This design comes from an exercise in tuning for small area, a short achievable clock period and few clock cycles per item on the open sky130 flow, not from production work. At most, simulation tests tie the RTL to the original design; equivalence was not proved. For run 2, only the layout was checked, not whether the RTL still works.

==> flow/design.v, too long to show whole: its modules and the start of the top module <==
// module des: 143 lines
// module des_f: 27 lines
// module des_sb1: 455 lines
// module des_sb2: 485 lines
// module des_sb3: 385 lines
// module des_sb4: 300 lines
// module des_sb5: 495 lines
// module des_sb6: 445 lines
// module des_sb7: 445 lines
// module des_sb8: 440 lines
module des(ck,rst,keyin,k,datin,p,e,f,ev,rdy);
  // ...
==> flow/flow/run.sh <==
#!/bin/bash
# Own flow: the standard layout (standard.sh), with two changes:
#  - synthesis maps combinational logic for area with ABC "strash; dch; map -a"
#    (flow/abc_own.script) and skips half-adder extraction; registers come out of the
#    standard synthesis steps unchanged;
#  - extra ORFS make variables from flow/make_args.txt (one NAME=value per line), for
#    example the cell used to buffer the ports.
set -euo pipefail
W=$PWD
rm -rf "$W/scripts_own"
cp -r "$FLOW_HOME/scripts" "$W/scripts_own"
cp "$W/flow/abc_own.script" "$W/scripts_own/abc_area.script"
ARGS=()
if [[ -f "$W/flow/make_args.txt" ]]; then
  while IFS= read -r line; do
    [[ -z "$line" || "$line" == \#* ]] && continue
    ARGS+=("$line")
  done < "$W/flow/make_args.txt"
fi
bash standard.sh synth SCRIPTS_DIR="$W/scripts_own" ABC_AREA=1 ADDER_MAP_FILE= "${ARGS[@]}" > "$W/own_synth.log" 2>&1
bash standard.sh finish "${ARGS[@]}" > "$W/own_layout.log" 2>&1
==> flow/flow/abc_own.script <==
strash
dch
map -a
topo
==> flow/flow/make_args.txt <==
BUFFER_PORTS_ARGS=-buffer_cell sky130_fd_sc_hd__buf_2
SETUP_SLACK_MARGIN=47
SYNTH_ARGS=-noabc
==> flow/standard.sh <==
#!/bin/bash
# synth_recipe.tcl (not shown) runs the flow's synth.tcl, then flattens the netlist and writes it again
# the make line also repeats each setting of config.mk as NAME=value (left out here)
make -C /OpenROAD-flow-scripts/flow DESIGN_CONFIG=/design/flow/config.mk WORK_HOME=/design/flow/orfs CLKGATE_MAP_FILE= SYNTH_SCRIPT=/design/flow/synth_recipe.tcl "${@:-finish}"
==> flow/config.mk <==
export PLATFORM = sky130hd
export DESIGN_NAME = des
export DESIGN_NICKNAME = des
export VERILOG_FILES = /design/flow/design.v
export SDC_FILE = /design/flow/constraint.sdc
export NUM_CORES = 8
export LEC_CHECK = 0
export ABC_AREA = 1
export CAP_MARGIN = 20
export CORE_MARGIN = 2
export CORE_UTILIZATION = 60
export CTS_CLUSTER_DIAMETER = 120
export CTS_CLUSTER_SIZE = 32
export SLEW_MARGIN = 20
export SYNTH_HIERARCHICAL = 1
==> flow/constraint.sdc <==
create_clock -name core_clock -period 60.0 [get_ports {ck}]
set_input_delay 12.0000 -clock core_clock [delete_from_list [all_inputs] [get_ports {ck}]]
set_output_delay 12.0000 -clock core_clock [all_outputs]
set_load 0.01 [all_outputs]
==> out/results.md, run 1 <==
Setup path
• **endpoint of the worst register-to-register path** x3[64]
• **arrival time at the worst endpoint** 1.15 ns
• **worst path buffer plus inverter count** 1
• **critical setup path kind** register to primary output

STA
• **Least-Margin Pin Slew** 1.37 ns
• **Post-Route Skew** 0.0643 ns
• **final count of negative-setup-slack endpoints** 0

Synthesis
• **Mapped Area** 60600 um2
• **area share of and/or/nand/nor cells after synthesis** 29.2%
• **most used flip-flop cell after synthesis** sky130_fd_sc_hd__dfxtp_1
• **sequential share of the synthesized area** 16.3%

Placement
• **cell count after placement** 11900
• **RD Place Congestion** 1.17
• **Place WS** 45.77 ns

Floorplanning
• **Tap Count** 1298
• **top-level port count** 199

Detailed routing
• **per-cell routed wire length** 25.1 um
• **sum of met2 wire segment lengths after detailed routing** 114000 um
• **1st-pass router iterations** 17
• **DR DRC count** 0

Cells and area
• **Non-clock buffers** 335
• **num sequential** 437
• **commonest cells after routing, fill and taps aside** sky130_fd_sc_hd__nand2_1, sky130_fd_sc_hd__nor2_1, sky130_fd_sc_hd__xor2_1, sky130_fd_sc_hd__clkinv_1, sky130_fd_sc_hd__o21ai_0
• **Cell Count, Final, Fillers Out** 12000
• **total area of multi-input combinational cells** 47300 um2

Outcome
• **outcome** no timing/DRC/antenna violations

Global routing
• **GRT Max-Usage Layer** met2

Testbench counts, summed over its fixed seeds: cycles 4,256, items 4,096.
==> module des, before the edit <==
module des(ck,rst,keyin,k,datin,p,e,f,ev,rdy);
    input   ck, keyin, datin;
    input   f;
    input   [64:1]  p, k;
    output  [64:1]  e;
    input   rst;
    output  ev, rdy;
    assign rdy = 1'b1;
    wire [56:1] kp = {k[4],k[12],k[20],k[28],k[5],k[13],k[21],k[29],k[37],k[45],k[53],k[61],k[6],k[14],k[22],k[30],k[38],k[46],k[54],k[62],k[7],k[15],k[23],k[31],k[39],k[47],k[55],k[63],k[36],k[44],k[52],k[60],k[3],k[11],k[19],k[27],k[35],k[43],k[51],k[59],k[2],k[10],k[18],k[26],k[34],k[42],k[50],k[58],k[1],k[9],k[17],k[25],k[33],k[41],k[49],k[57]};
    reg [56:1] ne, nd;
    always @(posedge ck) begin
        if (keyin) begin
            ne <= ~(kp & {56{f}});
            nd <= ~(kp & {56{~f}});
        end
    end
    wire [48:1] ka1 = {ne[33], ne[30], ne[37], ne[51], ne[43], ne[47], ne[54], ne[35], ne[29], ne[40], ne[50], ne[45], ne[49], ne[34], ne[46], ne[52], ne[41], ne[31], ne[56], ne[48], ne[38], ne[32], ne[53], ne[42], ne[3], ne[14], ne[21], ne[28], ne[8], ne[17], ne[9], ne[27], ne[5], ne[13], ne[20], ne[24], ne[11], ne[22], ne[7], ne[16], ne[1], ne[4], ne[6], ne[2], ne[25], ne[12], ne[18], ne[15]};
    wire [48:1] kb1 = {nd[32], nd[29], nd[36], nd[50], nd[42], nd[46], nd[53], nd[34], nd[56], nd[39], nd[49], nd[44], nd[48], nd[33], nd[45], nd[51], nd[40], nd[30], nd[55], nd[47], nd[37], nd[31], nd[52], nd[41], nd[2], nd[13], nd[20], nd[27], nd[7], nd[16], nd[8], nd[26], nd[4], nd[12], nd[19], nd[23], nd[10], nd[21], nd[6], nd[15], nd[28], nd[3], nd[5], nd[1], nd[24], nd[11], nd[17], nd[14]};
    wire [48:1] ka2 = {ne[34], ne[31], ne[38], ne[52], ne[44], ne[48], ne[55], ne[36], ne[30], ne[41], ne[51], ne[46], ne[50], ne[35], ne[47], ne[53], ne[42], ne[32], ne[29], ne[49], ne[39], ne[33], ne[54], ne[43], ne[4], ne[15], ne[22], ne[1], ne[9], ne[18], ne[10], ne[28], ne[6], ne[14], ne[21], ne[25], ne[12], ne[23], ne[8], ne[17], ne[2], ne[5], ne[7], ne[3], ne[26], ne[13], ne[19], ne[16]};
    wire [48:1] kb2 = {nd[31], nd[56], nd[35], nd[49], nd[41], nd[45], nd[52], nd[33], nd[55], nd[38], nd[48], nd[43], nd[47], nd[32], nd[44], nd[50], nd[39], nd[29], nd[54], nd[46], nd[36], nd[30], nd[51], nd[40], nd[1], nd[12], nd[19], nd[26], nd[6], nd[15], nd[7], nd[25], nd[3], nd[11], nd[18], nd[22], nd[9], nd[20], nd[5], nd[14], nd[27], nd[2], nd[4], nd[28], nd[23], nd[10], nd[16], nd[13]};
    wire [48:1] ka3 = {ne[36], ne[33], ne[40], ne[54], ne[46], ne[50], ne[29], ne[38], ne[32], ne[43], ne[53], ne[48], ne[52], ne[37], ne[49], ne[55], ne[44], ne[34], ne[31], ne[51], ne[41], ne[35], ne[56], ne[45], ne[6], ne[17], ne[24], ne[3], ne[11], ne[20], ne[12], ne[2], ne[8], ne[16], ne[23], ne[27], ne[14], ne[25], ne[10], ne[19], ne[4], ne[7], ne[9], ne[5], ne[28], ne[15], ne[21], ne[18]};
    wire [48:1] kb3 = {nd[29], nd[54], nd[33], nd[47], nd[39], nd[43], nd[50], nd[31], nd[53], nd[36], nd[46], nd[41], nd[45], nd[30], nd[42], nd[48], nd[37], nd[55], nd[52], nd[44], nd[34], nd[56], nd[49], nd[38], nd[27], nd[10], nd[17], nd[24], nd[4], nd[13], nd[5], nd[23], nd[1], nd[9], nd[16], nd[20], nd[7], nd[18], nd[3], nd[12], nd[25], nd[28], nd[2], nd[26], nd[21], nd[8], nd[14], nd[11]};
    wire [48:1] ka4 = {ne[38], ne[35], ne[42], ne[56], ne[48], ne[52], ne[31], ne[40], ne[34], ne[45], ne[55], ne[50], ne[54], ne[39], ne[51], ne[29], ne[46], ne[36], ne[33], ne[53], ne[43], ne[37], ne[30], ne[47], ne[8], ne[19], ne[26], ne[5], ne[13], ne[22], ne[14], ne[4], ne[10], ne[18], ne[25], ne[1], ne[16], ne[27], ne[12], ne[21], ne[6], ne[9], ne[11], ne[7], ne[2], ne[17], ne[23], ne[20]};
    wire [48:1] kb4 = {nd[55], nd[52], nd[31], nd[45], nd[37], nd[41], nd[48], nd[29], nd[51], nd[34], nd[44], nd[39], nd[43], nd[56], nd[40], nd[46], nd[35], nd[53], nd[50], nd[42], nd[32], nd[54], nd[47], nd[36], nd[25], nd[8], nd[15], nd[22], nd[2], nd[11], nd[3], nd[21], nd[27], nd[7], nd[14], nd[18], nd[5], nd[16], nd[1], nd[10], nd[23], nd[26], nd[28], nd[24], nd[19], nd[6], nd[12], nd[9]};
    wire [48:1] ka5 = {ne[40], ne[37], ne[44], ne[30], ne[50], ne[54], ne[33], ne[42], ne[36], ne[47], ne[29], ne[52], ne[56], ne[41], ne[53], ne[31], ne[48], ne[38], ne[35], ne[55], ne[45], ne[39], ne[32], ne[49], ne[10], ne[21], ne[28], ne[7], ne[15], ne[24], ne[16], ne[6], ne[12], ne[20], ne[27], ne[3], ne[18], ne[1], ne[14], ne[23], ne[8], ne[11], ne[13], ne[9], ne[4], ne[19], ne[25], ne[22]};
    wire [48:1] kb5 = {nd[53], nd[50], nd[29], nd[43], nd[35], nd[39], nd[46], nd[55], nd[49], nd[32], nd[42], nd[37], nd[41], nd[54], nd[38], nd[44], nd[33], nd[51], nd[48], nd[40], nd[30], nd[52], nd[45], nd[34], nd[23], nd[6], nd[13], nd[20], nd[28], nd[9], nd[1], nd[19], nd[25], nd[5], nd[12], nd[16], nd[3], nd[14], nd[27], nd[8], nd[21], nd[24], nd[26], nd[22], nd[17], nd[4], nd[10], nd[7]};
    wire [48:1] ka6 = {ne[42], ne[39], ne[46], ne[32], ne[52], ne[56], ne[35], ne[44], ne[38], ne[49], ne[31], ne[54], ne[30], ne[43], ne[55], ne[33], ne[50], ne[40], ne[37], ne[29], ne[47], ne[41], ne[34], ne[51], ne[12], ne[23], ne[2], ne[9], ne[17], ne[26], ne[18], ne[8], ne[14], ne[22], ne[1], ne[5], ne[20], ne[3], ne[16], ne[25], ne[10], ne[13], ne[15], ne[11], ne[6], ne[21], ne[27], ne[24]};
    wire [48:1] kb6 = {nd[51], nd[48], nd[55], nd[41], nd[33], nd[37], nd[44], nd[53], nd[47], nd[30], nd[40], nd[35], nd[39], nd[52], nd[36], nd[42], nd[31], nd[49], nd[46], nd[38], nd[56], nd[50], nd[43], nd[32], nd[21], nd[4], nd[11], nd[18], nd[26], nd[7], nd[27], nd[17], nd[23], nd[3], nd[10], nd[14], nd[1], nd[12], nd[25], nd[6], nd[19], nd[22], nd[24], nd[20], nd[15], nd[2], nd[8], nd[5]};
    wire [48:1] ka7 = {ne[44], ne[41], ne[48], ne[34], ne[54], ne[30], ne[37], ne[46], ne[40], ne[51], ne[33], ne[56], ne[32], ne[45], ne[29], ne[35], ne[52], ne[42], ne[39], ne[31], ne[49], ne[43], ne[36], ne[53], ne[14], ne[25], ne[4], ne[11], ne[19], ne[28], ne[20], ne[10], ne[16], ne[24], ne[3], ne[7], ne[22], ne[5], ne[18], ne[27], ne[12], ne[15], ne[17], ne[13], ne[8], ne[23], ne[1], ne[26]};
    wire [48:1] kb7 = {nd[49], nd[46], nd[53], nd[39], nd[31], nd[35], nd[42], nd[51], nd[45], nd[56], nd[38], nd[33], nd[37], nd[50], nd[34], nd[40], nd[29], nd[47], nd[44], nd[36], nd[54], nd[48], nd[41], nd[30], nd[19], nd[2], nd[9], nd[16], nd[24], nd[5], nd[25], nd[15], nd[21], nd[1], nd[8], nd[12], nd[27], nd[10], nd[23], nd[4], nd[17], nd[20], nd[22], nd[18], nd[13], nd[28], nd[6], nd[3]};
    wire [48:1] ka8 = {ne[46], ne[43], ne[50], ne[36], ne[56], ne[32], ne[39], ne[48], ne[42], ne[53], ne[35], ne[30], ne[34], ne[47], ne[31], ne[37], ne[54], ne[44], ne[41], ne[33], ne[51], ne[45], ne[38], ne[55], ne[16], ne[27], ne[6], ne[13], ne[21], ne[2], ne[22], ne[12], ne[18], ne[26], ne[5], ne[9], ne[24], ne[7], ne[20], ne[1], ne[14], ne[17], ne[19], ne[15], ne[10], ne[25], ne[3], ne[28]};
    wire [48:1] kb8 = {nd[47], nd[44], nd[51], nd[37], nd[29], nd[33], nd[40], nd[49], nd[43], nd[54], nd[36], nd[31], nd[35], nd[48], nd[32], nd[38], nd[55], nd[45], nd[42], nd[34], nd[52], nd[46], nd[39], nd[56], nd[17], nd[28], nd[7], nd[14], nd[22], nd[3], nd[23], nd[13], nd[19], nd[27], nd[6], nd[10], nd[25], nd[8], nd[21], nd[2], nd[15], nd[18], nd[20], nd[16], nd[11], nd[26], nd[4], nd[1]};
    wire [48:1] ka9 = {ne[47], ne[44], ne[51], ne[37], ne[29], ne[33], ne[40], ne[49], ne[43], ne[54], ne[36], ne[31], ne[35], ne[48], ne[32], ne[38], ne[55], ne[45], ne[42], ne[34], ne[52], ne[46], ne[39], ne[56], ne[17], ne[28], ne[7], ne[14], ne[22], ne[3], ne[23], ne[13], ne[19], ne[27], ne[6], ne[10], ne[25], ne[8], ne[21], ne[2], ne[15], ne[18], ne[20], ne[16], ne[11], ne[26], ne[4], ne[1]};
    wire [48:1] kb9 = {nd[46], nd[43], nd[50], nd[36], nd[56], nd[32], nd[39], nd[48], nd[42], nd[53], nd[35], nd[30], nd[34], nd[47], nd[31], nd[37], nd[54], nd[44], nd[41], nd[33], nd[51], nd[45], nd[38], nd[55], nd[16], nd[27], nd[6], nd[13], nd[21], nd[2], nd[22], nd[12], nd[18], nd[26], nd[5], nd[9], nd[24], nd[7], nd[20], nd[1], nd[14], nd[17], nd[19], nd[15], nd[10], nd[25], nd[3], nd[28]};
    wire [48:1] ka10 = {ne[49], ne[46], ne[53], ne[39], ne[31], ne[35], ne[42], ne[51], ne[45], ne[56], ne[38], ne[33], ne[37], ne[50], ne[34], ne[40], ne[29], ne[47], ne[44], ne[36], ne[54], ne[48], ne[41], ne[30], ne[19], ne[2], ne[9], ne[16], ne[24], ne[5], ne[25], ne[15], ne[21], ne[1], ne[8], ne[12], ne[27], ne[10], ne[23], ne[4], ne[17], ne[20], ne[22], ne[18], ne[13], ne[28], ne[6], ne[3]};
    wire [48:1] kb10 = {nd[44], nd[41], nd[48], nd[34], nd[54], nd[30], nd[37], nd[46], nd[40], nd[51], nd[33], nd[56], nd[32], nd[45], nd[29], nd[35], nd[52], nd[42], nd[39], nd[31], nd[49], nd[43], nd[36], nd[53], nd[14], nd[25], nd[4], nd[11], nd[19], nd[28], nd[20], nd[10], nd[16], nd[24], nd[3], nd[7], nd[22], nd[5], nd[18], nd[27], nd[12], nd[15], nd[17], nd[13], nd[8], nd[23], nd[1], nd[26]};
    wire [48:1] ka11 = {ne[51], ne[48], ne[55], ne[41], ne[33], ne[37], ne[44], ne[53], ne[47], ne[30], ne[40], ne[35], ne[39], ne[52], ne[36], ne[42], ne[31], ne[49], ne[46], ne[38], ne[56], ne[50], ne[43], ne[32], ne[21], ne[4], ne[11], ne[18], ne[26], ne[7], ne[27], ne[17], ne[23], ne[3], ne[10], ne[14], ne[1], ne[12], ne[25], ne[6], ne[19], ne[22], ne[24], ne[20], ne[15], ne[2], ne[8], ne[5]};
    wire [48:1] kb11 = {nd[42], nd[39], nd[46], nd[32], nd[52], nd[56], nd[35], nd[44], nd[38], nd[49], nd[31], nd[54], nd[30], nd[43], nd[55], nd[33], nd[50], nd[40], nd[37], nd[29], nd[47], nd[41], nd[34], nd[51], nd[12], nd[23], nd[2], nd[9], nd[17], nd[26], nd[18], nd[8], nd[14], nd[22], nd[1], nd[5], nd[20], nd[3], nd[16], nd[25], nd[10], nd[13], nd[15], nd[11], nd[6], nd[21], nd[27], nd[24]};
    wire [48:1] ka12 = {ne[53], ne[50], ne[29], ne[43], ne[35], ne[39], ne[46], ne[55], ne[49], ne[32], ne[42], ne[37], ne[41], ne[54], ne[38], ne[44], ne[33], ne[51], ne[48], ne[40], ne[30], ne[52], ne[45], ne[34], ne[23], ne[6], ne[13], ne[20], ne[28], ne[9], ne[1], ne[19], ne[25], ne[5], ne[12], ne[16], ne[3], ne[14], ne[27], ne[8], ne[21], ne[24], ne[26], ne[22], ne[17], ne[4], ne[10], ne[7]};
    wire [48:1] kb12 = {nd[40], nd[37], nd[44], nd[30], nd[50], nd[54], nd[33], nd[42], nd[36], nd[47], nd[29], nd[52], nd[56], nd[41], nd[53], nd[31], nd[48], nd[38], nd[35], nd[55], nd[45], nd[39], nd[32], nd[49], nd[10], nd[21], nd[28], nd[7], nd[15], nd[24], nd[16], nd[6], nd[12], nd[20], nd[27], nd[3], nd[18], nd[1], nd[14], nd[23], nd[8], nd[11], nd[13], nd[9], nd[4], nd[19], nd[25], nd[22]};
    wire [48:1] ka13 = {ne[55], ne[52], ne[31], ne[45], ne[37], ne[41], ne[48], ne[29], ne[51], ne[34], ne[44], ne[39], ne[43], ne[56], ne[40], ne[46], ne[35], ne[53], ne[50], ne[42], ne[32], ne[54], ne[47], ne[36], ne[25], ne[8], ne[15], ne[22], ne[2], ne[11], ne[3], ne[21], ne[27], ne[7], ne[14], ne[18], ne[5], ne[16], ne[1], ne[10], ne[23], ne[26], ne[28], ne[24], ne[19], ne[6], ne[12], ne[9]};
    wire [48:1] kb13 = {nd[38], nd[35], nd[42], nd[56], nd[48], nd[52], nd[31], nd[40], nd[34], nd[45], nd[55], nd[50], nd[54], nd[39], nd[51], nd[29], nd[46], nd[36], nd[33], nd[53], nd[43], nd[37], nd[30], nd[47], nd[8], nd[19], nd[26], nd[5], nd[13], nd[22], nd[14], nd[4], nd[10], nd[18], nd[25], nd[1], nd[16], nd[27], nd[12], nd[21], nd[6], nd[9], nd[11], nd[7], nd[2], nd[17], nd[23], nd[20]};
    wire [48:1] ka14 = {ne[29], ne[54], ne[33], ne[47], ne[39], ne[43], ne[50], ne[31], ne[53], ne[36], ne[46], ne[41], ne[45], ne[30], ne[42], ne[48], ne[37], ne[55], ne[52], ne[44], ne[34], ne[56], ne[49], ne[38], ne[27], ne[10], ne[17], ne[24], ne[4], ne[13], ne[5], ne[23], ne[1], ne[9], ne[16], ne[20], ne[7], ne[18], ne[3], ne[12], ne[25], ne[28], ne[2], ne[26], ne[21], ne[8], ne[14], ne[11]};
    wire [48:1] kb14 = {nd[36], nd[33], nd[40], nd[54], nd[46], nd[50], nd[29], nd[38], nd[32], nd[43], nd[53], nd[48], nd[52], nd[37], nd[49], nd[55], nd[44], nd[34], nd[31], nd[51], nd[41], nd[35], nd[56], nd[45], nd[6], nd[17], nd[24], nd[3], nd[11], nd[20], nd[12], nd[2], nd[8], nd[16], nd[23], nd[27], nd[14], nd[25], nd[10], nd[19], nd[4], nd[7], nd[9], nd[5], nd[28], nd[15], nd[21], nd[18]};
    wire [48:1] ka15 = {ne[31], ne[56], ne[35], ne[49], ne[41], ne[45], ne[52], ne[33], ne[55], ne[38], ne[48], ne[43], ne[47], ne[32], ne[44], ne[50], ne[39], ne[29], ne[54], ne[46], ne[36], ne[30], ne[51], ne[40], ne[1], ne[12], ne[19], ne[26], ne[6], ne[15], ne[7], ne[25], ne[3], ne[11], ne[18], ne[22], ne[9], ne[20], ne[5], ne[14], ne[27], ne[2], ne[4], ne[28], ne[23], ne[10], ne[16], ne[13]};
    wire [48:1] kb15 = {nd[34], nd[31], nd[38], nd[52], nd[44], nd[48], nd[55], nd[36], nd[30], nd[41], nd[51], nd[46], nd[50], nd[35], nd[47], nd[53], nd[42], nd[32], nd[29], nd[49], nd[39], nd[33], nd[54], nd[43], nd[4], nd[15], nd[22], nd[1], nd[9], nd[18], nd[10], nd[28], nd[6], nd[14], nd[21], nd[25], nd[12], nd[23], nd[8], nd[17], nd[2], nd[5], nd[7], nd[3], nd[26], nd[13], nd[19], nd[16]};
    wire [48:1] ka16 = {ne[32], ne[29], ne[36], ne[50], ne[42], ne[46], ne[53], ne[34], ne[56], ne[39], ne[49], ne[44], ne[48], ne[33], ne[45], ne[51], ne[40], ne[30], ne[55], ne[47], ne[37], ne[31], ne[52], ne[41], ne[2], ne[13], ne[20], ne[27], ne[7], ne[16], ne[8], ne[26], ne[4], ne[12], ne[19], ne[23], ne[10], ne[21], ne[6], ne[15], ne[28], ne[3], ne[5], ne[1], ne[24], ne[11], ne[17], ne[14]};
    wire [48:1] kb16 = {nd[33], nd[30], nd[37], nd[51], nd[43], nd[47], nd[54], nd[35], nd[29], nd[40], nd[50], nd[45], nd[49], nd[34], nd[46], nd[52], nd[41], nd[31], nd[56], nd[48], nd[38], nd[32], nd[53], nd[42], nd[3], nd[14], nd[21], nd[28], nd[8], nd[17], nd[9], nd[27], nd[5], nd[13], nd[20], nd[24], nd[11], nd[22], nd[7], nd[16], nd[1], nd[4], nd[6], nd[2], nd[25], nd[12], nd[18], nd[15]};
    reg [64:1] x0;
    reg v0;
    always @(posedge ck) begin
        x0 <= {p[7],p[15],p[23],p[31],p[39],p[47],p[55],p[63],p[5],p[13],p[21],p[29],p[37],p[45],p[53],p[61],p[3],p[11],p[19],p[27],p[35],p[43],p[51],p[59],p[1],p[9],p[17],p[25],p[33],p[41],p[49],p[57],p[8],p[16],p[24],p[32],p[40],p[48],p[56],p[64],p[6],p[14],p[22],p[30],p[38],p[46],p[54],p[62],p[4],p[12],p[20],p[28],p[36],p[44],p[52],p[60],p[2],p[10],p[18],p[26],p[34],p[42],p[50],p[58]};
        v0 <= datin & ~keyin & ~rst;
    end
    wire [64:1] r1;
    wire [32:1] fo1;
    des_f u1(.r(x0[64:33]), .l(x0[32:1]), .ka(ka1), .kb(kb1), .y(fo1));
    assign r1 = {fo1, x0[64:33]};
    wire [64:1] r2;
    wire [32:1] fo2;
    des_f u2(.r(r1[64:33]), .l(r1[32:1]), .ka(ka2), .kb(kb2), .y(fo2));
    assign r2 = {fo2, r1[64:33]};
    wire [64:1] r3;
    wire [32:1] fo3;
    des_f u3(.r(r2[64:33]), .l(r2[32:1]), .ka(ka3), .kb(kb3), .y(fo3));
    assign r3 = {fo3, r2[64:33]};
    wire [64:1] r4;
    wire [32:1] fo4;
    des_f u4(.r(r3[64:33]), .l(r3[32:1]), .ka(ka4), .kb(kb4), .y(fo4));
    assign r4 = {fo4, r3[64:33]};
    reg [64:1] x1;
    reg v1;
    always @(posedge ck) begin
        x1 <= r4;
        v1 <= v0 & ~rst;
    end
    wire [64:1] r5;
    wire [32:1] fo5;
    des_f u5(.r(x1[64:33]), .l(x1[32:1]), .ka(ka5), .kb(kb5), .y(fo5));
    assign r5 = {fo5, x1[64:33]};
    wire [64:1] r6;
    wire [32:1] fo6;
    des_f u6(.r(r5[64:33]), .l(r5[32:1]), .ka(ka6), .kb(kb6), .y(fo6));
    assign r6 = {fo6, r5[64:33]};
    wire [64:1] r7;
    wire [32:1] fo7;
    des_f u7(.r(r6[64:33]), .l(r6[32:1]), .ka(ka7), .kb(kb7), .y(fo7));
    assign r7 = {fo7, r6[64:33]};
    wire [64:1] r8;
    wire [32:1] fo8;
    des_f u8(.r(r7[64:33]), .l(r7[32:1]), .ka(ka8), .kb(kb8), .y(fo8));
    assign r8 = {fo8, r7[64:33]};
    reg [64:1] x2;
    reg v2;
    always @(posedge ck) begin
        x2 <= r8;
        v2 <= v1 & ~rst;
    end
    wire [64:1] r9;
    wire [32:1] fo9;
    des_f u9(.r(x2[64:33]), .l(x2[32:1]), .ka(ka9), .kb(kb9), .y(fo9));
    assign r9 = {fo9, x2[64:33]};
    wire [64:1] r10;
    wire [32:1] fo10;
    des_f u10(.r(r9[64:33]), .l(r9[32:1]), .ka(ka10), .kb(kb10), .y(fo10));
    assign r10 = {fo10, r9[64:33]};
    wire [64:1] r11;
    wire [32:1] fo11;
    des_f u11(.r(r10[64:33]), .l(r10[32:1]), .ka(ka11), .kb(kb11), .y(fo11));
    assign r11 = {fo11, r10[64:33]};
    wire [64:1] r12;
    wire [32:1] fo12;
    des_f u12(.r(r11[64:33]), .l(r11[32:1]), .ka(ka12), .kb(kb12), .y(fo12));
    assign r12 = {fo12, r11[64:33]};
    reg [64:1] x3;
    reg v3;
    always @(posedge ck) begin
        x3 <= r12;
        v3 <= v2 & ~rst;
    end
    wire [64:1] r13;
    wire [32:1] fo13;
    des_f u13(.r(x3[64:33]), .l(x3[32:1]), .ka(ka13), .kb(kb13), .y(fo13));
    assign r13 = {fo13, x3[64:33]};
    wire [64:1] r14;
    wire [32:1] fo14;
    des_f u14(.r(r13[64:33]), .l(r13[32:1]), .ka(ka14), .kb(kb14), .y(fo14));
    assign r14 = {fo14, r13[64:33]};
    wire [64:1] r15;
    wire [32:1] fo15;
    des_f u15(.r(r14[64:33]), .l(r14[32:1]), .ka(ka15), .kb(kb15), .y(fo15));
    assign r15 = {fo15, r14[64:33]};
    wire [64:1] r16;
    wire [32:1] fo16;
    des_f u16(.r(r15[64:33]), .l(r15[32:1]), .ka(ka16), .kb(kb16), .y(fo16));
    assign r16 = {fo16, r15[64:33]};
    reg [64:1] e;
    reg ev;
    always @(posedge ck) begin
        e <= {r16[57],r16[25],r16[49],r16[17],r16[41],r16[9],r16[33],r16[1],r16[58],r16[26],r16[50],r16[18],r16[42],r16[10],r16[34],r16[2],r16[59],r16[27],r16[51],r16[19],r16[43],r16[11],r16[35],r16[3],r16[60],r16[28],r16[52],r16[20],r16[44],r16[12],r16[36],r16[4],r16[61],r16[29],r16[53],r16[21],r16[45],r16[13],r16[37],r16[5],r16[62],r16[30],r16[54],r16[22],r16[46],r16[14],r16[38],r16[6],r16[63],r16[31],r16[55],r16[23],r16[47],r16[15],r16[39],r16[7],r16[64],r16[32],r16[56],r16[24],r16[48],r16[16],r16[40],r16[8]};
        ev <= v3 & ~rst;
    end
endmodule
==> module des_f, before the edit <==
module des_f(input [32:1] r, input [32:1] l, input [48:1] ka, input [48:1] kb, output [32:1] y);
    wire [48:1] ex = {r[1],r[32],r[31],r[30],r[29],r[28],r[29],r[28],r[27],r[26],r[25],r[24],r[25],r[24],r[23],r[22],r[21],r[20],r[21],r[20],r[19],r[18],r[17],r[16],r[17],r[16],r[15],r[14],r[13],r[12],r[13],r[12],r[11],r[10],r[9],r[8],r[9],r[8],r[7],r[6],r[5],r[4],r[5],r[4],r[3],r[2],r[1],r[32]};
    wire [48:1] rk = ex ^ ~(ka & kb);
    wire [32:1] rs;
    des_sb1 s1(.i(rk[6:1]), .o(rs[4:1]));
    wire [3:0] so2;
    des_sb2 s2(.i(rk[12:7] ^ 6'd6), .o(so2));
    assign rs[8:5] = so2 ^ 4'd4;
    wire [3:0] so3;
    des_sb3 s3(.i(rk[18:13] ^ 6'd34), .o(so3));
    assign rs[12:9] = so3 ^ 4'd0;
    wire [3:0] so4;
    des_sb4 s4(.i(rk[24:19] ^ 6'd38), .o(so4));
    assign rs[16:13] = so4 ^ 4'd8;
    wire [3:0] so5;
    des_sb5 s5(.i(rk[30:25] ^ 6'd8), .o(so5));
    assign rs[20:17] = so5 ^ 4'd0;
    wire [3:0] so6;
    des_sb6 s6(.i(rk[36:31] ^ 6'd34), .o(so6));
    assign rs[24:21] = so6 ^ 4'd0;
    wire [3:0] so7;
    des_sb7 s7(.i(rk[42:37] ^ 6'd0), .o(so7));
    assign rs[28:25] = so7 ^ 4'd10;
    des_sb8 s8(.i(rk[48:43]), .o(rs[32:29]));
    wire [32:1] pr = {rs[25],rs[4],rs[11],rs[22],rs[6],rs[30],rs[13],rs[19],rs[9],rs[3],rs[27],rs[32],rs[14],rs[24],rs[8],rs[2],rs[10],rs[31],rs[18],rs[5],rs[26],rs[23],rs[15],rs[1],rs[17],rs[28],rs[12],rs[29],rs[21],rs[20],rs[7],rs[16]};
    assign y = l ^ pr;
endmodule
==> inputs of run 2 (changes only) <==
--- a/flow/design.v
+++ b/flow/design.v
@@ -16,36 +16,52 @@
     end
     wire [48:1] ka1 = {ne[33], ne[30], ne[37], ne[51], ne[43], ne[47], ne[54], ne[35], ne[29], ne[40], ne[50], ne[45], ne[49], ne[34], ne[46], ne[52], ne[41], ne[31], ne[56], ne[48], ne[38], ne[32], ne[53], ne[42], ne[3], ne[14], ne[21], ne[28], ne[8], ne[17], ne[9], ne[27], ne[5], ne[13], ne[20], ne[24], ne[11], ne[22], ne[7], ne[16], ne[1], ne[4], ne[6], ne[2], ne[25], ne[12], ne[18], ne[15]};
     wire [48:1] kb1 = {nd[32], nd[29], nd[36], nd[50], nd[42], nd[46], nd[53], nd[34], nd[56], nd[39], nd[49], nd[44], nd[48], nd[33], nd[45], nd[51], nd[40], nd[30], nd[55], nd[47], nd[37], nd[31], nd[52], nd[41], nd[2], nd[13], nd[20], nd[27], nd[7], nd[16], nd[8], nd[26], nd[4], nd[12], nd[19], nd[23], nd[10], nd[21], nd[6], nd[15], nd[28], nd[3], nd[5], nd[1], nd[24], nd[11], nd[17], nd[14]};
+    wire [48:1] kr1 = ~(ka1 & kb1);   
     wire [48:1] ka2 = {ne[34], ne[31], ne[38], ne[52], ne[44], ne[48], ne[55], ne[36], ne[30], ne[41], ne[51], ne[46], ne[50], ne[35], ne[47], ne[53], ne[42], ne[32], ne[29], ne[49], ne[39], ne[33], ne[54], ne[43], ne[4], ne[15], ne[22], ne[1], ne[9], ne[18], ne[10], ne[28], ne[6], ne[14], ne[21], ne[25], ne[12], ne[23], ne[8], ne[17], ne[2], ne[5], ne[7], ne[3], ne[26], ne[13], ne[19], ne[16]};
     wire [48:1] kb2 = {nd[31], nd[56], nd[35], nd[49], nd[41], nd[45], nd[52], nd[33], nd[55], nd[38], nd[48], nd[43], nd[47], nd[32], nd[44], nd[50], nd[39], nd[29], nd[54], nd[46], nd[36], nd[30], nd[51], nd[40], nd[1], nd[12], nd[19], nd[26], nd[6], nd[15], nd[7], nd[25], nd[3], nd[11], nd[18], nd[22], nd[9], nd[20], nd[5], nd[14], nd[27], nd[2], nd[4], nd[28], nd[23], nd[10], nd[16], nd[13]};
+    wire [48:1] kr2 = ~(ka2 & kb2);   
     wire [48:1] ka3 = {ne[36], ne[33], ne[40], ne[54], ne[46], ne[50], ne[29], ne[38], ne[32], ne[43], ne[53], ne[48], ne[52], ne[37], ne[49], ne[55], ne[44], ne[34], ne[31], ne[51], ne[41], ne[35], ne[56], ne[45], ne[6], ne[17], ne[24], ne[3], ne[11], ne[20], ne[12], ne[2], ne[8], ne[16], ne[23], ne[27], ne[14], ne[25], ne[10], ne[19], ne[4], ne[7], ne[9], ne[5], ne[28], ne[15], ne[21], ne[18]};
     wire [48:1] kb3 = {nd[29], nd[54], nd[33], nd[47], nd[39], nd[43], nd[50], nd[31], nd[53], nd[36], nd[46], nd[41], nd[45], nd[30], nd[42], nd[48], nd[37], nd[55], nd[52], nd[44], nd[34], nd[56], nd[49], nd[38], nd[27], nd[10], nd[17], nd[24], nd[4], nd[13], nd[5], nd[23], nd[1], nd[9], nd[16], nd[20], nd[7], nd[18], nd[3], nd[12], nd[25], nd[28], nd[2], nd[26], nd[21], nd[8], nd[14], nd[11]};
+    wire [48:1] kr3 = ~(ka3 & kb3);   
     wire [48:1] ka4 = {ne[38], ne[35], ne[42], ne[56], ne[48], ne[52], ne[31], ne[40], ne[34], ne[45], ne[55], ne[50], ne[54], ne[39], ne[51], ne[29], ne[46], ne[36], ne[33], ne[53], ne[43], ne[37], ne[30], ne[47], ne[8], ne[19], ne[26], ne[5], ne[13], ne[22], ne[14], ne[4], ne[10], ne[18], ne[25], ne[1], ne[16], ne[27], ne[12], ne[21], ne[6], ne[9], ne[11], ne[7], ne[2], ne[17], ne[23], ne[20]};
     wire [48:1] kb4 = {nd[55], nd[52], nd[31], nd[45], nd[37], nd[41], nd[48], nd[29], nd[51], nd[34], nd[44], nd[39], nd[43], nd[56], nd[40], nd[46], nd[35], nd[53], nd[50], nd[42], nd[32], nd[54], nd[47], nd[36], nd[25], nd[8], nd[15], nd[22], nd[2], nd[11], nd[3], nd[21], nd[27], nd[7], nd[14], nd[18], nd[5], nd[16], nd[1], nd[10], nd[23], nd[26], nd[28], nd[24], nd[19], nd[6], nd[12], nd[9]};
+    wire [48:1] kr4 = ~(ka4 & kb4);   
     wire [48:1] ka5 = {ne[40], ne[37], ne[44], ne[30], ne[50], ne[54], ne[33], ne[42], ne[36], ne[47], ne[29], ne[52], ne[56], ne[41], ne[53], ne[31], ne[48], ne[38], ne[35], ne[55], ne[45], ne[39], ne[32], ne[49], ne[10], ne[21], ne[28], ne[7], ne[15], ne[24], ne[16], ne[6], ne[12], ne[20], ne[27], ne[3], ne[18], ne[1], ne[14], ne[23], ne[8], ne[11], ne[13], ne[9], ne[4], ne[19], ne[25], ne[22]};
     wire [48:1] kb5 = {nd[53], nd[50], nd[29], nd[43], nd[35], nd[39], nd[46], nd[55], nd[49], nd[32], nd[42], nd[37], nd[41], nd[54], nd[38], nd[44], nd[33], nd[51], nd[48], nd[40], nd[30], nd[52], nd[45], nd[34], nd[23], nd[6], nd[13], nd[20], nd[28], nd[9], nd[1], nd[19], nd[25], nd[5], nd[12], nd[16], nd[3], nd[14], nd[27], nd[8], nd[21], nd[24], nd[26], nd[22], nd[17], nd[4], nd[10], nd[7]};
+    wire [48:1] kr5 = ~(ka5 & kb5);   
     wire [48:1] ka6 = {ne[42], ne[39], ne[46], ne[32], ne[52], ne[56], ne[35], ne[44], ne[38], ne[49], ne[31], ne[54], ne[30], ne[43], ne[55], ne[33], ne[50], ne[40], ne[37], ne[29], ne[47], ne[41], ne[34], ne[51], ne[12], ne[23], ne[2], ne[9], ne[17], ne[26], ne[18], ne[8], ne[14], ne[22], ne[1], ne[5], ne[20], ne[3], ne[16], ne[25], ne[10], ne[13], ne[15], ne[11], ne[6], ne[21], ne[27], ne[24]};
     wire [48:1] kb6 = {nd[51], nd[48], nd[55], nd[41], nd[33], nd[37], nd[44], nd[53], nd[47], nd[30], nd[40], nd[35], nd[39], nd[52], nd[36], nd[42], nd[31], nd[49], nd[46], nd[38], nd[56], nd[50], nd[43], nd[32], nd[21], nd[4], nd[11], nd[18], nd[26], nd[7], nd[27], nd[17], nd[23], nd[3], nd[10], nd[14], nd[1], nd[12], nd[25], nd[6], nd[19], nd[22], nd[24], nd[20], nd[15], nd[2], nd[8], nd[5]};
+    wire [48:1] kr6 = ~(ka6 & kb6);   
     wire [48:1] ka7 = {ne[44], ne[41], ne[48], ne[34], ne[54], ne[30], ne[37], ne[46], ne[40], ne[51], ne[33], ne[56], ne[32], ne[45], ne[29], ne[35], ne[52], ne[42], ne[39], ne[31], ne[49], ne[43], ne[36], ne[53], ne[14], ne[25], ne[4], ne[11], ne[19], ne[28], ne[20], ne[10], ne[16], ne[24], ne[3], ne[7], ne[22], ne[5], ne[18], ne[27], ne[12], ne[15], ne[17], ne[13], ne[8], ne[23], ne[1], ne[26]};
     wire [48:1] kb7 = {nd[49], nd[46], nd[53], nd[39], nd[31], nd[35], nd[42], nd[51], nd[45], nd[56], nd[38], nd[33], nd[37], nd[50], nd[34], nd[40], nd[29], nd[47], nd[44], nd[36], nd[54], nd[48], nd[41], nd[30], nd[19], nd[2], nd[9], nd[16], nd[24], nd[5], nd[25], nd[15], nd[21], nd[1], nd[8], nd[12], nd[27], nd[10], nd[23], nd[4], nd[17], nd[20], nd[22], nd[18], nd[13], nd[28], nd[6], nd[3]};
+    wire [48:1] kr7 = ~(ka7 & kb7);   
     wire [48:1] ka8 = {ne[46], ne[43], ne[50], ne[36], ne[56], ne[32], ne[39], ne[48], ne[42], ne[53], ne[35], ne[30], ne[34], ne[47], ne[31], ne[37], ne[54], ne[44], ne[41], ne[33], ne[51], ne[45], ne[38], ne[55], ne[16], ne[27], ne[6], ne[13], ne[21], ne[2], ne[22], ne[12], ne[18], ne[26], ne[5], ne[9], ne[24], ne[7], ne[20], ne[1], ne[14], ne[17], ne[19], ne[15], ne[10], ne[25], ne[3], ne[28]};
     wire [48:1] kb8 = {nd[47], nd[44], nd[51], nd[37], nd[29], nd[33], nd[40], nd[49], nd[43], nd[54], nd[36], nd[31], nd[35], nd[48], nd[32], nd[38], nd[55], nd[45], nd[42], nd[34], nd[52], nd[46], nd[39], nd[56], nd[17], nd[28], nd[7], nd[14], nd[22], nd[3], nd[23], nd[13], nd[19], nd[27], nd[6], nd[10], nd[25], nd[8], nd[21], nd[2], nd[15], nd[18], nd[20], nd[16], nd[11], nd[26], nd[4], nd[1]};
+    wire [48:1] kr8 = ~(ka8 & kb8);   
     wire [48:1] ka9 = {ne[47], ne[44], ne[51], ne[37], ne[29], ne[33], ne[40], ne[49], ne[43], ne[54], ne[36], ne[31], ne[35], ne[48], ne[32], ne[38], ne[55], ne[45], ne[42], ne[34], ne[52], ne[46], ne[39], ne[56], ne[17], ne[28], ne[7], ne[14], ne[22], ne[3], ne[23], ne[13], ne[19], ne[27], ne[6], ne[10], ne[25], ne[8], ne[21], ne[2], ne[15], ne[18], ne[20], ne[16], ne[11], ne[26], ne[4], ne[1]};
     wire [48:1] kb9 = {nd[46], nd[43], nd[50], nd[36], nd[56], nd[32], nd[39], nd[48], nd[42], nd[53], nd[35], nd[30], nd[34], nd[47], nd[31], nd[37], nd[54], nd[44], nd[41], nd[33], nd[51], nd[45], nd[38], nd[55], nd[16], nd[27], nd[6], nd[13], nd[21], nd[2], nd[22], nd[12], nd[18], nd[26], nd[5], nd[9], nd[24], nd[7], nd[20], nd[1], nd[14], nd[17], nd[19], nd[15], nd[10], nd[25], nd[3], nd[28]};
+    wire [48:1] kr9 = ~(ka9 & kb9);   
     wire [48:1] ka10 = {ne[49], ne[46], ne[53], ne[39], ne[31], ne[35], ne[42], ne[51], ne[45], ne[56], ne[38], ne[33], ne[37], ne[50], ne[34], ne[40], ne[29], ne[47], ne[44], ne[36], ne[54], ne[48], ne[41], ne[30], ne[19], ne[2], ne[9], ne[16], ne[24], ne[5], ne[25], ne[15], ne[21], ne[1], ne[8], ne[12], ne[27], ne[10], ne[23], ne[4], ne[17], ne[20], ne[22], ne[18], ne[13], ne[28], ne[6], ne[3]};
     wire [48:1] kb10 = {nd[44], nd[41], nd[48], nd[34], nd[54], nd[30], nd[37], nd[46], nd[40], nd[51], nd[33], nd[56], nd[32], nd[45], nd[29], nd[35], nd[52], nd[42], nd[39], nd[31], nd[49], nd[43], nd[36], nd[53], nd[14], nd[25], nd[4], nd[11], nd[19], nd[28], nd[20], nd[10], nd[16], nd[24], nd[3], nd[7], nd[22], nd[5], nd[18], nd[27], nd[12], nd[15], nd[17], nd[13], nd[8], nd[23], nd[1], nd[26]};
+    wire [48:1] kr10 = ~(ka10 & kb10);   
     wire [48:1] ka11 = {ne[51], ne[48], ne[55], ne[41], ne[33], ne[37], ne[44], ne[53], ne[47], ne[30], ne[40], ne[35], ne[39], ne[52], ne[36], ne[42], ne[31], ne[49], ne[46], ne[38], ne[56], ne[50], ne[43], ne[32], ne[21], ne[4], ne[11], ne[18], ne[26], ne[7], ne[27], ne[17], ne[23], ne[3], ne[10], ne[14], ne[1], ne[12], ne[25], ne[6], ne[19], ne[22], ne[24], ne[20], ne[15], ne[2], ne[8], ne[5]};
     wire [48:1] kb11 = {nd[42], nd[39], nd[46], nd[32], nd[52], nd[56], nd[35], nd[44], nd[38], nd[49], nd[31], nd[54], nd[30], nd[43], nd[55], nd[33], nd[50], nd[40], nd[37], nd[29], nd[47], nd[41], nd[34], nd[51], nd[12], nd[23], nd[2], nd[9], nd[17], nd[26], nd[18], nd[8], nd[14], nd[22], nd[1], nd[5], nd[20], nd[3], nd[16], nd[25], nd[10], nd[13], nd[15], nd[11], nd[6], nd[21], nd[27], nd[24]};
+    wire [48:1] kr11 = ~(ka11 & kb11);   
     wire [48:1] ka12 = {ne[53], ne[50], ne[29], ne[43], ne[35], ne[39], ne[46], ne[55], ne[49], ne[32], ne[42], ne[37], ne[41], ne[54], ne[38], ne[44], ne[33], ne[51], ne[48], ne[40], ne[30], ne[52], ne[45], ne[34], ne[23], ne[6], ne[13], ne[20], ne[28], ne[9], ne[1], ne[19], ne[25], ne[5], ne[12], ne[16], ne[3], ne[14], ne[27], ne[8], ne[21], ne[24], ne[26], ne[22], ne[17], ne[4], ne[10], ne[7]};
     wire [48:1] kb12 = {nd[40], nd[37], nd[44], nd[30], nd[50], nd[54], nd[33], nd[42], nd[36], nd[47], nd[29], nd[52], nd[56], nd[41], nd[53], nd[31], nd[48], nd[38], nd[35], nd[55], nd[45], nd[39], nd[32], nd[49], nd[10], nd[21], nd[28], nd[7], nd[15], nd[24], nd[16], nd[6], nd[12], nd[20], nd[27], nd[3], nd[18], nd[1], nd[14], nd[23], nd[8], nd[11], nd[13], nd[9], nd[4], nd[19], nd[25], nd[22]};
+    wire [48:1] kr12 = ~(ka12 & kb12);   
     wire [48:1] ka13 = {ne[55], ne[52], ne[31], ne[45], ne[37], ne[41], ne[48], ne[29], ne[51], ne[34], ne[44], ne[39], ne[43], ne[56], ne[40], ne[46], ne[35], ne[53], ne[50], ne[42], ne[32], ne[54], ne[47], ne[36], ne[25], ne[8], ne[15], ne[22], ne[2], ne[11], ne[3], ne[21], ne[27], ne[7], ne[14], ne[18], ne[5], ne[16], ne[1], ne[10], ne[23], ne[26], ne[28], ne[24], ne[19], ne[6], ne[12], ne[9]};
     wire [48:1] kb13 = {nd[38], nd[35], nd[42], nd[56], nd[48], nd[52], nd[31], nd[40], nd[34], nd[45], nd[55], nd[50], nd[54], nd[39], nd[51], nd[29], nd[46], nd[36], nd[33], nd[53], nd[43], nd[37], nd[30], nd[47], nd[8], nd[19], nd[26], nd[5], nd[13], nd[22], nd[14], nd[4], nd[10], nd[18], nd[25], nd[1], nd[16], nd[27], nd[12], nd[21], nd[6], nd[9], nd[11], nd[7], nd[2], nd[17], nd[23], nd[20]};
+    wire [48:1] kr13 = ~(ka13 & kb13);   
     wire [48:1] ka14 = {ne[29], ne[54], ne[33], ne[47], ne[39], ne[43], ne[50], ne[31], ne[53], ne[36], ne[46], ne[41], ne[45], ne[30], ne[42], ne[48], ne[37], ne[55], ne[52], ne[44], ne[34], ne[56], ne[49], ne[38], ne[27], ne[10], ne[17], ne[24], ne[4], ne[13], ne[5], ne[23], ne[1], ne[9], ne[16], ne[20], ne[7], ne[18], ne[3], ne[12], ne[25], ne[28], ne[2], ne[26], ne[21], ne[8], ne[14], ne[11]};
     wire [48:1] kb14 = {nd[36], nd[33], nd[40], nd[54], nd[46], nd[50], nd[29], nd[38], nd[32], nd[43], nd[53], nd[48], nd[52], nd[37], nd[49], nd[55], nd[44], nd[34], nd[31], nd[51], nd[41], nd[35], nd[56], nd[45], nd[6], nd[17], nd[24], nd[3], nd[11], nd[20], nd[12], nd[2], nd[8], nd[16], nd[23], nd[27], nd[14], nd[25], nd[10], nd[19], nd[4], nd[7], nd[9], nd[5], nd[28], nd[15], nd[21], nd[18]};
+    wire [48:1] kr14 = ~(ka14 & kb14);   
     wire [48:1] ka15 = {ne[31], ne[56], ne[35], ne[49], ne[41], ne[45], ne[52], ne[33], ne[55], ne[38], ne[48], ne[43], ne[47], ne[32], ne[44], ne[50], ne[39], ne[29], ne[54], ne[46], ne[36], ne[30], ne[51], ne[40], ne[1], ne[12], ne[19], ne[26], ne[6], ne[15], ne[7], ne[25], ne[3], ne[11], ne[18], ne[22], ne[9], ne[20], ne[5], ne[14], ne[27], ne[2], ne[4], ne[28], ne[23], ne[10], ne[16], ne[13]};
     wire [48:1] kb15 = {nd[34], nd[31], nd[38], nd[52], nd[44], nd[48], nd[55], nd[36], nd[30], nd[41], nd[51], nd[46], nd[50], nd[35], nd[47], nd[53], nd[42], nd[32], nd[29], nd[49], nd[39], nd[33], nd[54], nd[43], nd[4], nd[15], nd[22], nd[1], nd[9], nd[18], nd[10], nd[28], nd[6], nd[14], nd[21], nd[25], nd[12], nd[23], nd[8], nd[17], nd[2], nd[5], nd[7], nd[3], nd[26], nd[13], nd[19], nd[16]};
+    wire [48:1] kr15 = ~(ka15 & kb15);   
     wire [48:1] ka16 = {ne[32], ne[29], ne[36], ne[50], ne[42], ne[46], ne[53], ne[34], ne[56], ne[39], ne[49], ne[44], ne[48], ne[33], ne[45], ne[51], ne[40], ne[30], ne[55], ne[47], ne[37], ne[31], ne[52], ne[41], ne[2], ne[13], ne[20], ne[27], ne[7], ne[16], ne[8], ne[26], ne[4], ne[12], ne[19], ne[23], ne[10], ne[21], ne[6], ne[15], ne[28], ne[3], ne[5], ne[1], ne[24], ne[11], ne[17], ne[14]};
     wire [48:1] kb16 = {nd[33], nd[30], nd[37], nd[51], nd[43], nd[47], nd[54], nd[35], nd[29], nd[40], nd[50], nd[45], nd[49], nd[34], nd[46], nd[52], nd[41], nd[31], nd[56], nd[48], nd[38], nd[32], nd[53], nd[42], nd[3], nd[14], nd[21], nd[28], nd[8], nd[17], nd[9], nd[27], nd[5], nd[13], nd[20], nd[24], nd[11], nd[22], nd[7], nd[16], nd[1], nd[4], nd[6], nd[2], nd[25], nd[12], nd[18], nd[15]};
+    wire [48:1] kr16 = ~(ka16 & kb16);   
     reg [64:1] x0;
     reg v0;
     always @(posedge ck) begin
@@ -54,19 +70,19 @@
     end
     wire [64:1] r1;
     wire [32:1] fo1;
-    des_f u1(.r(x0[64:33]), .l(x0[32:1]), .ka(ka1), .kb(kb1), .y(fo1));
+    des_f u1(.r(x0[64:33]), .l(x0[32:1]), .k(kr1), .y(fo1));
     assign r1 = {fo1, x0[64:33]};
     wire [64:1] r2;
     wire [32:1] fo2;
-    des_f u2(.r(r1[64:33]), .l(r1[32:1]), .ka(ka2), .kb(kb2), .y(fo2));
+    des_f u2(.r(r1[64:33]), .l(r1[32:1]), .k(kr2), .y(fo2));
     assign r2 = {fo2, r1[64:33]};
     wire [64:1] r3;
     wire [32:1] fo3;
-    des_f u3(.r(r2[64:33]), .l(r2[32:1]), .ka(ka3), .kb(kb3), .y(fo3));
+    des_f u3(.r(r2[64:33]), .l(r2[32:1]), .k(kr3), .y(fo3));
     assign r3 = {fo3, r2[64:33]};
     wire [64:1] r4;
     wire [32:1] fo4;
-    des_f u4(.r(r3[64:33]), .l(r3[32:1]), .ka(ka4), .kb(kb4), .y(fo4));
+    des_f u4(.r(r3[64:33]), .l(r3[32:1]), .k(kr4), .y(fo4));
     assign r4 = {fo4, r3[64:33]};
     reg [64:1] x1;
     reg v1;
@@ -76,19 +92,19 @@
     end
     wire [64:1] r5;
     wire [32:1] fo5;
-    des_f u5(.r(x1[64:33]), .l(x1[32:1]), .ka(ka5), .kb(kb5), .y(fo5));
+    des_f u5(.r(x1[64:33]), .l(x1[32:1]), .k(kr5), .y(fo5));
     assign r5 = {fo5, x1[64:33]};
     wire [64:1] r6;
     wire [32:1] fo6;
-    des_f u6(.r(r5[64:33]), .l(r5[32:1]), .ka(ka6), .kb(kb6), .y(fo6));
+    des_f u6(.r(r5[64:33]), .l(r5[32:1]), .k(kr6), .y(fo6));
     assign r6 = {fo6, r5[64:33]};
     wire [64:1] r7;
     wire [32:1] fo7;
-    des_f u7(.r(r6[64:33]), .l(r6[32:1]), .ka(ka7), .kb(kb7), .y(fo7));
+    des_f u7(.r(r6[64:33]), .l(r6[32:1]), .k(kr7), .y(fo7));
     assign r7 = {fo7, r6[64:33]};
     wire [64:1] r8;
     wire [32:1] fo8;
-    des_f u8(.r(r7[64:33]), .l(r7[32:1]), .ka(ka8), .kb(kb8), .y(fo8));
+    des_f u8(.r(r7[64:33]), .l(r7[32:1]), .k(kr8), .y(fo8));
     assign r8 = {fo8, r7[64:33]};
     reg [64:1] x2;
     reg v2;
@@ -98,19 +114,19 @@
     end
     wire [64:1] r9;
     wire [32:1] fo9;
-    des_f u9(.r(x2[64:33]), .l(x2[32:1]), .ka(ka9), .kb(kb9), .y(fo9));
+    des_f u9(.r(x2[64:33]), .l(x2[32:1]), .k(kr9), .y(fo9));
     assign r9 = {fo9, x2[64:33]};
     wire [64:1] r10;
     wire [32:1] fo10;
-    des_f u10(.r(r9[64:33]), .l(r9[32:1]), .ka(ka10), .kb(kb10), .y(fo10));
+    des_f u10(.r(r9[64:33]), .l(r9[32:1]), .k(kr10), .y(fo10));
     assign r10 = {fo10, r9[64:33]};
     wire [64:1] r11;
     wire [32:1] fo11;
-    des_f u11(.r(r10[64:33]), .l(r10[32:1]), .ka(ka11), .kb(kb11), .y(fo11));
+    des_f u11(.r(r10[64:33]), .l(r10[32:1]), .k(kr11), .y(fo11));
     assign r11 = {fo11, r10[64:33]};
     wire [64:1] r12;
     wire [32:1] fo12;
-    des_f u12(.r(r11[64:33]), .l(r11[32:1]), .ka(ka12), .kb(kb12), .y(fo12));
+    des_f u12(.r(r11[64:33]), .l(r11[32:1]), .k(kr12), .y(fo12));
     assign r12 = {fo12, r11[64:33]};
     reg [64:1] x3;
     reg v3;
@@ -120,19 +136,19 @@
     end
     wire [64:1] r13;
     wire [32:1] fo13;
-    des_f u13(.r(x3[64:33]), .l(x3[32:1]), .ka(ka13), .kb(kb13), .y(fo13));
+    des_f u13(.r(x3[64:33]), .l(x3[32:1]), .k(kr13), .y(fo13));
     assign r13 = {fo13, x3[64:33]};
     wire [64:1] r14;
     wire [32:1] fo14;
-    des_f u14(.r(r13[64:33]), .l(r13[32:1]), .ka(ka14), .kb(kb14), .y(fo14));
+    des_f u14(.r(r13[64:33]), .l(r13[32:1]), .k(kr14), .y(fo14));
     assign r14 = {fo14, r13[64:33]};
     wire [64:1] r15;
     wire [32:1] fo15;
-    des_f u15(.r(r14[64:33]), .l(r14[32:1]), .ka(ka15), .kb(kb15), .y(fo15));
+    des_f u15(.r(r14[64:33]), .l(r14[32:1]), .k(kr15), .y(fo15));
     assign r15 = {fo15, r14[64:33]};
     wire [64:1] r16;
     wire [32:1] fo16;
-    des_f u16(.r(r15[64:33]), .l(r15[32:1]), .ka(ka16), .kb(kb16), .y(fo16));
+    des_f u16(.r(r15[64:33]), .l(r15[32:1]), .k(kr16), .y(fo16));
     assign r16 = {fo16, r15[64:33]};
     reg [64:1] e;
     reg ev;
@@ -141,9 +157,9 @@
         ev <= v3 & ~rst;
     end
 endmodule
-module des_f(input [32:1] r, input [32:1] l, input [48:1] ka, input [48:1] kb, output [32:1] y);
+module des_f(input [32:1] r, input [32:1] l, input [48:1] k, output [32:1] y);
     wire [48:1] ex = {r[1],r[32],r[31],r[30],r[29],r[28],r[29],r[28],r[27],r[26],r[25],r[24],r[25],r[24],r[23],r[22],r[21],r[20],r[21],r[20],r[19],r[18],r[17],r[16],r[17],r[16],r[15],r[14],r[13],r[12],r[13],r[12],r[11],r[10],r[9],r[8],r[9],r[8],r[7],r[6],r[5],r[4],r[5],r[4],r[3],r[2],r[1],r[32]};
-    wire [48:1] rk = ex ^ ~(ka & kb);
+    wire [48:1] rk = ex ^ k;
     wire [32:1] rs;
     des_sb1 s1(.i(rk[6:1]), .o(rs[4:1]));
     wire [3:0] so2;
--- a/flow/config.mk
+++ b/flow/config.mk
@@ -9,7 +9,7 @@
 export CAP_MARGIN = 20
 export CORE_MARGIN = 2
 export CORE_UTILIZATION = 60
-export CTS_CLUSTER_DIAMETER = 120
-export CTS_CLUSTER_SIZE = 32
+export CTS_CLUSTER_DIAMETER = 100
+export CTS_CLUSTER_SIZE = 24
 export SLEW_MARGIN = 20
 export SYNTH_HIERARCHICAL = 1
==> run 2 against run 1 <==
Net effect:
- highest routed layer unchanged
- register-to-register slack got worse by 0.05 ns
- sequential share of layout area barely moved
- largest cell class unchanged
- non-clock buffer count rose by 6
- final cell count fell by 0.36%
- count of clock-buffer cells in the layout rose by 3
- critical endpoint unchanged
- synthesized cell count fell by 0.78%
- hold slack got worse by 0.0036 ns
==> out/results.md, run 2 <==
Outcome
• **outcome** no timing/DRC/antenna violations

STA
• **final-report hold violation count** 0
• **final count of negative-setup-slack endpoints** 0, unchanged
• **final worst setup slack** 46.84 ns
• **Post-Route Skew** 0.0724 ns, +0.00809 ns
• **highest attainable clock frequency** 0.0760 GHz
• **final worst-path cycle share** 21.9%
• **Worst slew margin** 11.4%
• **Least-Margin Pin Slew** 1.32 ns, -0.0479 ns
• **worst hold slack across all endpoints** 0.405 ns
• **setup repair after global routing missed its margin** true
• **Max Transition Viols Final** 0
• **minimum period implied by the final worst setup slack** 13.16 ns
• **accumulated negative setup slack** 0 ns

Synthesis
• **synthesized netlist cell count** 10200
• **yosys warns** 7
• **arithmetic-cell share of the synthesized area counting full adders, half adders and majority gates** 0%
• **Async S/R FF share, synth** 0%
• **largest cells by area after synthesis** sky130_fd_sc_hd__xor2_1, sky130_fd_sc_hd__nand2_1, sky130_fd_sc_hd__nor2_1
• **net count after synthesis** 10300
• **share of synthesized area spent on multiplexers** 0%
• **area share of and/or/nand/nor cells after synthesis** 28.8%, -0.35 points
• **most used flip-flop cell after synthesis** sky130_fd_sc_hd__dfxtp_1
• **count of unique library cells instantiated by Yosys** 36
• **most frequently used cell type in the post-synthesis netlist** sky130_fd_sc_hd__nand2_1
• **sequential share of the synthesized area** 16.4%, +0.081 points
• **synthesized area divided by synthesized cell count** 5.93 um2
• **Mapped Area** 60300 um2, -0.50%
• **area fraction in compound gates after synthesis** 28.1%
• **leading post-synthesis cells by instance count** sky130_fd_sc_hd__nand2_1, sky130_fd_sc_hd__nor2_1, sky130_fd_sc_hd__xor2_1
• **combinational family with the most area after synthesis** simple AND/OR/NAND/NOR gates
• **number of synthesized register bits** 437
• **library cell occupying the most area in the post-synthesis netlist** sky130_fd_sc_hd__xor2_1
• **number of enable-type register cells in the synthesized netlist** 112
• **XOR/XNOR share of the synthesized area** 20.2%
• **share of the synthesized area in the top cell type** 16.3%

Clock tree
• **number of buffers added by the clock tree synthesis step** 37
• **hold-fix buffers at CTS** 0
• **clock latency of the later-clocked register in the worst-skew pair** 0.74 ns
• **CTS tree** built
• **Root Buffer Master** sky130_fd_sc_hd__clkbuf_16
• **buffers from clock root to sink, at most** 3
• **CTS HTree Levels** 2
• **clock transition at the registers of the reported paths** 0.09 ns
• **total clock sinks** 437

Detailed routing
• **number of DRC violations after detailed-routing iteration 0** 15400
• **sum of met2 wire segment lengths after detailed routing** 113000 um, -0.79%
• **DR DRC count** 0, unchanged
• **met3 wire length** 52900 um
• **via/cell ratio** 6.85
• **1st-pass router iterations** 22, +5
• **top layer used by detailed routing** met5
• **met1 wire length** 92300 um
• **post-detailed-route count of antenna-violating nets** 0
• **per-cell routed wire length** 25.1 um, +0.19%
• **routed wire length** 300000 um
• **overall via count from detail_route** 81700

Global routing
• **remaining global-route overflow** 0
• **via count of the first global-routing pass** 71700
• **Global Route Usage Sum** 56.3%
• **maximum number of pins on one net before global-route repair** 68
• **antenna violations before repair** 13
• **global-route wire length before repair** 439000 um

Setup path
• **highest net fanout along the worst path** 1
• **Worst path top cell family by delay** flip-flops
• **worst r2r path cells** 57
• **flop2flop setup slack** 47.23 ns
• **critical path's largest stage delay** 0.31 ns
• **Crit. End Element** primary output
• **worst path buffer plus inverter count** 1, unchanged
• **Worst setup SP type** register
• **WP depth** 1
• **reg-to-reg critical path startpoint** nd[44]
• **arrival time at the worst endpoint** 1.16 ns, about the same
• **slowest library cell on the worst path** sky130_fd_sc_hd__dfxtp_1
• **endpoint of the worst register-to-register path** x1[36]
• **critical setup path kind** register to primary output
• **critical path, cell by cell** buf_2
• **Critical Path RT** 48.00 ns

Floorplanning
• **effective utilization at floorplan** 60.4%
• **die width** 321 um
• **area enclosed by the die boundary** 103000 um2
• **top-level port count** 199, unchanged
• **site row count** 116
• **height of the die** 321 um
• **core area** 99900 um2

Cells and area
• **end-of-flow core utilization** 66.2%
• **post-route design area** 66100 um2
• **number of filler instances in the final layout** 9173
• **Layout Nets** 10700
• **most frequent standard cell in the layout excluding fill and tap cells** sky130_fd_sc_hd__nand2_1
• **fraction of layout instances using a drive strength above 1** 5.34%
• **commonest cells after routing, fill and taps aside** sky130_fd_sc_hd__nand2_1, sky130_fd_sc_hd__nor2_1, sky130_fd_sc_hd__xor2_1, sky130_fd_sc_hd__clkinv_1, sky130_fd_sc_hd__o21ai_0
• **Cell Count, Final, Fillers Out** 11900, -0.36%
• **signed area change from the synthesized netlist to the final layout** 9.57%

Placement
• **Place WS** 46.20 ns, +0.426 ns
• **total of buffers placed on input and output ports** 189
• **post-detailed-placement half-perimeter wirelength** 221000 um
• **cell area after placement** 64000 um2
• **cell count after placement** 11800, -0.65%
• **RD Place Congestion** 1.22, +4.1%

Min path
• **hold path startpoint** v0
• **hold endpoint** v1
• **type of the worst min-delay path** register to register
• **number of cells on the worst hold path** 2

Run
• **number of violations of the max-capacitance limit** 0

## run 2: changes by cell type in the layout (fill, tap and decap cells not counted), moves of 8 or more
cell and delta:
sky130_fd_sc_hd__buf_2 +9, sky130_fd_sc_hd__diode_2 +25, sky130_fd_sc_hd__nand2_1 -80, sky130_fd_sc_hd__xor2_2 +8, sky130_fd_sc_hd__dfxtp_2 -9, sky130_fd_sc_hd__buf_6 -8, sky130_fd_sc_hd__dfxtp_1 +9
## run 2: cell type report
class	count	area [um2]	area share, %
well taps	1298	1620	2.46
repair buffers	341	2210	3.35
flip-flops and latches	437	9890	15.0
diodes	32	80.1	0.121
clock inverters	27	409	0.619
multi-input cells	8710	47100	71.2
inverters	1029	3860	5.85
clock buffers	41	941	1.42
## run 2: repair_timing
item | 4_1_cts | 5_1_grt
endpoints found under the setup margin | 125 | 115
buffers inserted | 0 | 2
pin swaps | 0 | 1
resized for setup | 16 | 56
gates cloned | 0 | 0
## run 2: worst max-delay path by stage
stage,from,endpoint,slack [ns]
after floorplan,f,nd[10],47.32
after global placement,keyin,nd[17],46.26
after detailed placement,keyin,nd[17],46.20
after CTS,e[57],e[57],46.85
after global routing,ev,ev,46.82
final,ev,ev,46.84
## run 2: cell families after synthesis
family          Yosys count
simple gates           4421
compound gates         2896
xor+xnor               1392
buf+inv                1030
flops                   437
other cells               1
## run 2: metal layers
| metal | up-vias | track usage [%] |
|---|---|---|
| met3 | 2537 | 30.8 |
| met2 | 7730 | 77.2 |
| met1 | 35700 | 60.1 |
| met4 | 18 | 55.3 |
| met5 | - | 1.56 |
| li1 | 35700 | - |
## run 2: Yosys stat by module, one instance, submodules excluded
module	cells	cell area [um2]	copies in the design
des	1249	12900	1
des_f	80	701	16
des_sb3	56	260	16
des_sb4	44	204	16
des_sb2	61	297	16
des_sb7	60	287	16
des_sb1	64	308	16
des_sb6	62	290	16
des_sb8	62	288	16
des_sb5	69	328	16

==> static timing again, ports no longer ideal <==
No port has a modelled driver above. Below, the same layouts with a new extraction and two added sets of constraints. Step 1, drivers: a clkbuf_16 drives ck and a buf_2 each remaining input, both assumed. Step 2 also shifts input and output timing later by t, the mid clock arrival at the registers, as if the neighbouring blocks saw the same clock. a / b / c = ideal / step 1 / step 2; a / b = the first two.
run | shift t [ns] | setup WS [ns] | worst setup path after step 2
run 1 | 0.766 | 46.849 / 46.767 / 46.347 | input to register
run 2 | 0.781 | 46.836 / 46.756 / 46.378 | input to register
After both steps every run listed still meets setup and hold. For run 1, which loses most, drivers alone change the setup slack by -0.082 ns; drivers and shift together by -0.502 ns.
